Background: an optimization exercise with open tools, aiming at small area and a short achievable clock period. Do not read the settings as production practice.
In this exercise RTL edits were held to simulation tests only and were not proved equivalent to the original.

// LSTM
module LSTM(clk, Of, En, Ci, Cip, In, Ui, Uf, Uk, Uo, Wi, Wk, Wf, Wo, Vo, Bi, Bo, Bf, Bk, PrevH, Cout, Hout);
Size: roughly 1400 cells after synthesis, ~25 flip-flops, ~0.014 mm2 of cells after synthesis.
Settings: LEC_CHECK=0, CAP_MARGIN=20, CORE_MARGIN=2, CORE_UTILIZATION=40, CTS_BUF_LIST=sky130_fd_sc_hd__clkbuf_8, CTS_CLUSTER_DIAMETER=200, CTS_CLUSTER_SIZE=30, SLEW_MARGIN=20, SYNTH_HIERARCHICAL=1; clock period 45.0 ns.
standard.sh (not shown) runs the stock make flow with config.mk's settings and CLKGATE_MAP_FILE= SYNTH_SCRIPT=/design/flow/synth_recipe.tcl, a recipe that flattens the netlist after the stock synthesis.
==> flow/flow/run.sh <==
#!/bin/bash
set -euo pipefail
export BUFFER_PORTS_ARGS="-buffer_cell sky130_fd_sc_hd__buf_1"
bash standard.sh > standard_flow.log 2>&1
The first run passed the timing, DRC and antenna checks.
Change:
==> flow/flow/run.sh (replaced) <==
#!/bin/bash
set -euo pipefail
export BUFFER_PORTS_ARGS="-buffer_cell sky130_fd_sc_hd__buf_2"
export SETUP_SLACK_MARGIN=20
bash standard.sh > standard_flow.log 2>&1
--- a/flow/config.mk
+++ b/flow/config.mk
@@ -11,3 +10,0 @@
-export CTS_BUF_LIST = sky130_fd_sc_hd__clkbuf_8
-export CTS_CLUSTER_DIAMETER = 200
-export CTS_CLUSTER_SIZE = 30
What happened: The changed run ran to the end with no violations; global-route usage came out higher by 0.77 points; die area is unchanged; core utilization came out higher by 3.2 points; area after synthesis is unchanged; final area came out higher by about 7.5%; worst setup slack improves by 0.64 ns; cell count came out higher by about 0.7%; wire length came out higher by 4.8%; maximum frequency came out higher by 2.5%.
Change:
==> flow/flow/run.sh (replaced) <==
#!/bin/bash
set -euo pipefail
export BUFFER_PORTS_ARGS="-buffer_cell sky130_fd_sc_hd__buf_1"
export SETUP_SLACK_MARGIN=20
export TNS_END_PERCENT=0
bash standard.sh > standard_flow.log 2>&1
--- a/flow/config.mk
+++ b/flow/config.mk
@@ -10,0 +11 @@
+export CTS_BUF_LIST = sky130_fd_sc_hd__clkbuf_8
Setup slack gets worse by 0.056 ns.
Synthesized area stays the same.
Count of clock-buffer cells in the layout stays the same.
Final cell count climbs by 1.2%.
Global-route usage rises by 0.65 points.
Final area goes down by 1.7%.
Clock skew barely changes.
Register-to-register slack stays flat.
Sequential share of layout area is about the same.
Change:
--- a/flow/flow/run.sh
+++ b/flow/flow/run.sh
@@ -4,2 +4 @@
-export SETUP_SLACK_MARGIN=20
-export TNS_END_PERCENT=0
+export RECOVER_POWER=100
This time the run produced a layout that fails on capacitance limit, slew limit.
Final area falls by 5.6%.
Count of clock-buffer cells in the layout is unchanged.
Die area does not change.
Synthesized area is unchanged.
Routed wire length shrinks by 7.0%.
Critical path depth decreases by 8.
Change:
==> flow/flow/run.sh (replaced) <==
#!/bin/bash
set -euo pipefail
export BUFFER_PORTS_ARGS="-buffer_cell sky130_fd_sc_hd__buf_2"
bash standard.sh > standard_flow.log 2>&1
--- a/flow/config.mk
+++ b/flow/config.mk
@@ -11 +10,0 @@
-export CTS_BUF_LIST = sky130_fd_sc_hd__clkbuf_8
Outcome: The new run produced a clean layout. Synthesized cell count is unchanged. Worst setup slack improves by 0.88 ns. Routed wire length rose by 0.40%. Clock-buffer cell count stays the same.
Change:
==> flow/flow/run.sh (replaced) <==
#!/bin/bash
set -euo pipefail
export BUFFER_PORTS_ARGS="-buffer_cell sky130_fd_sc_hd__buf_1"
bash standard.sh > standard_flow.log 2>&1
--- a/flow/config.mk
+++ b/flow/config.mk
@@ -10 +10,2 @@
-export CORE_UTILIZATION = 40
+export CORE_UTILIZATION = 70
+export CTS_BUF_LIST = sky130_fd_sc_hd__clkbuf_8
Routed wire length falls by 7.2%.
Core utilization goes up by 31 points.
Count of clock-buffer cells in the layout stays the same.

---

== v11 ==
Starting RTL as in the previous note.
// LSTM
module LSTM(clk, Of, En, Ci, Cip, In, Ui, Uf, Uk, Uo, Wi, Wk, Wf, Wo, Vo, Bi, Bo, Bf, Bk, PrevH, Cout, Hout);
Settings: LEC_CHECK=0, CAP_MARGIN=0, CORE_MARGIN=2, CORE_UTILIZATION=40, CTS_BUF_LIST=sky130_fd_sc_hd__clkbuf_8, SLEW_MARGIN=0, SYNTH_HIERARCHICAL=1; clock period 45.0 ns.
==> flow/flow/run.sh <==
#!/bin/bash
set -euo pipefail
export BUFFER_PORTS_ARGS="-buffer_cell sky130_fd_sc_hd__buf_1"
bash standard.sh > standard_flow.log 2>&1
Input-level comparison between v39 and v11:
- swapping 0 for 20 in SLEW_MARGIN
- swapping 0 for 20 in CAP_MARGIN
- clearing CTS_BUF_LIST, which used to be sky130_fd_sc_hd__clkbuf_8
==> flow/flow/run.sh <==
#!/bin/bash
set -euo pipefail
export BUFFER_PORTS_ARGS="-buffer_cell sky130_fd_sc_hd__buf_2"
export SETUP_SLACK_MARGIN=22
bash standard.sh > standard_flow.log 2>&1
Findings:
Setup slack came out higher on v39 than on v11.
v39 — sequential share of layout area 0.26 points lower, v11 as reference
v39 ended with less cell count after placement than v11.

[static timing again, ports no longer ideal]
In the flow no input, the clock included, has a driving cell. The finished layouts below were timed again as built, in two steps.
Step 1 assumes that a clkbuf_16 drives the clock port and a buf_2 every other input.
Step 2 times the ports against the registers' clock, not the clock port: input delays grow and output delays shrink by t, the midpoint of the rising clock arrivals with the driver on.
Slacks: no drivers / after step 1 / after step 2; pairs: no drivers / after step 1.
| run | t, ns | setup WS [ns] | hold slack, ns | slew at the worst register clock pin (ns) |
|---|---|---|---|---|
| the first run of note 1 | 0.298 | 19.071 / 19.044 / 19.044 | 1.379 / 1.379 / 1.379 | 0.09 / 0.09 |
| the second run of note 1 | 0.287 | 19.706 / 19.648 / 19.648 | 1.435 / 1.435 / 1.435 | 0.06 / 0.06 |
| the third run of note 1 | 0.298 | 19.649 / 19.625 / 19.625 | 1.394 / 1.394 / 1.394 | 0.09 / 0.09 |
| the fourth run of note 1 | 0.298 | 17.989 / 17.967 / 17.967 | 1.387 / 1.387 / 1.387 | 0.09 / 0.09 |
| the fifth run of note 1 | 0.292 | 18.870 / 18.849 / 18.849 | 1.390 / 1.390 / 1.390 | 0.07 / 0.07 |
| the sixth run of note 1 | 0.289 | 18.796 / 18.770 / 18.770 | 1.475 / 1.475 / 1.475 | 0.09 / 0.09 |
| v11 | 0.298 | 19.071 / 19.044 / 19.044 | 1.379 / 1.379 / 1.379 | 0.09 / 0.09 |
| v39 | 0.296 | 19.791 / 19.674 / 19.674 | 1.406 / 1.406 / 1.406 | 0.06 / 0.06 |
The setup slack of v39, which loses most, moves by -0.117 ns with the drivers and by -0.117 ns with both steps.
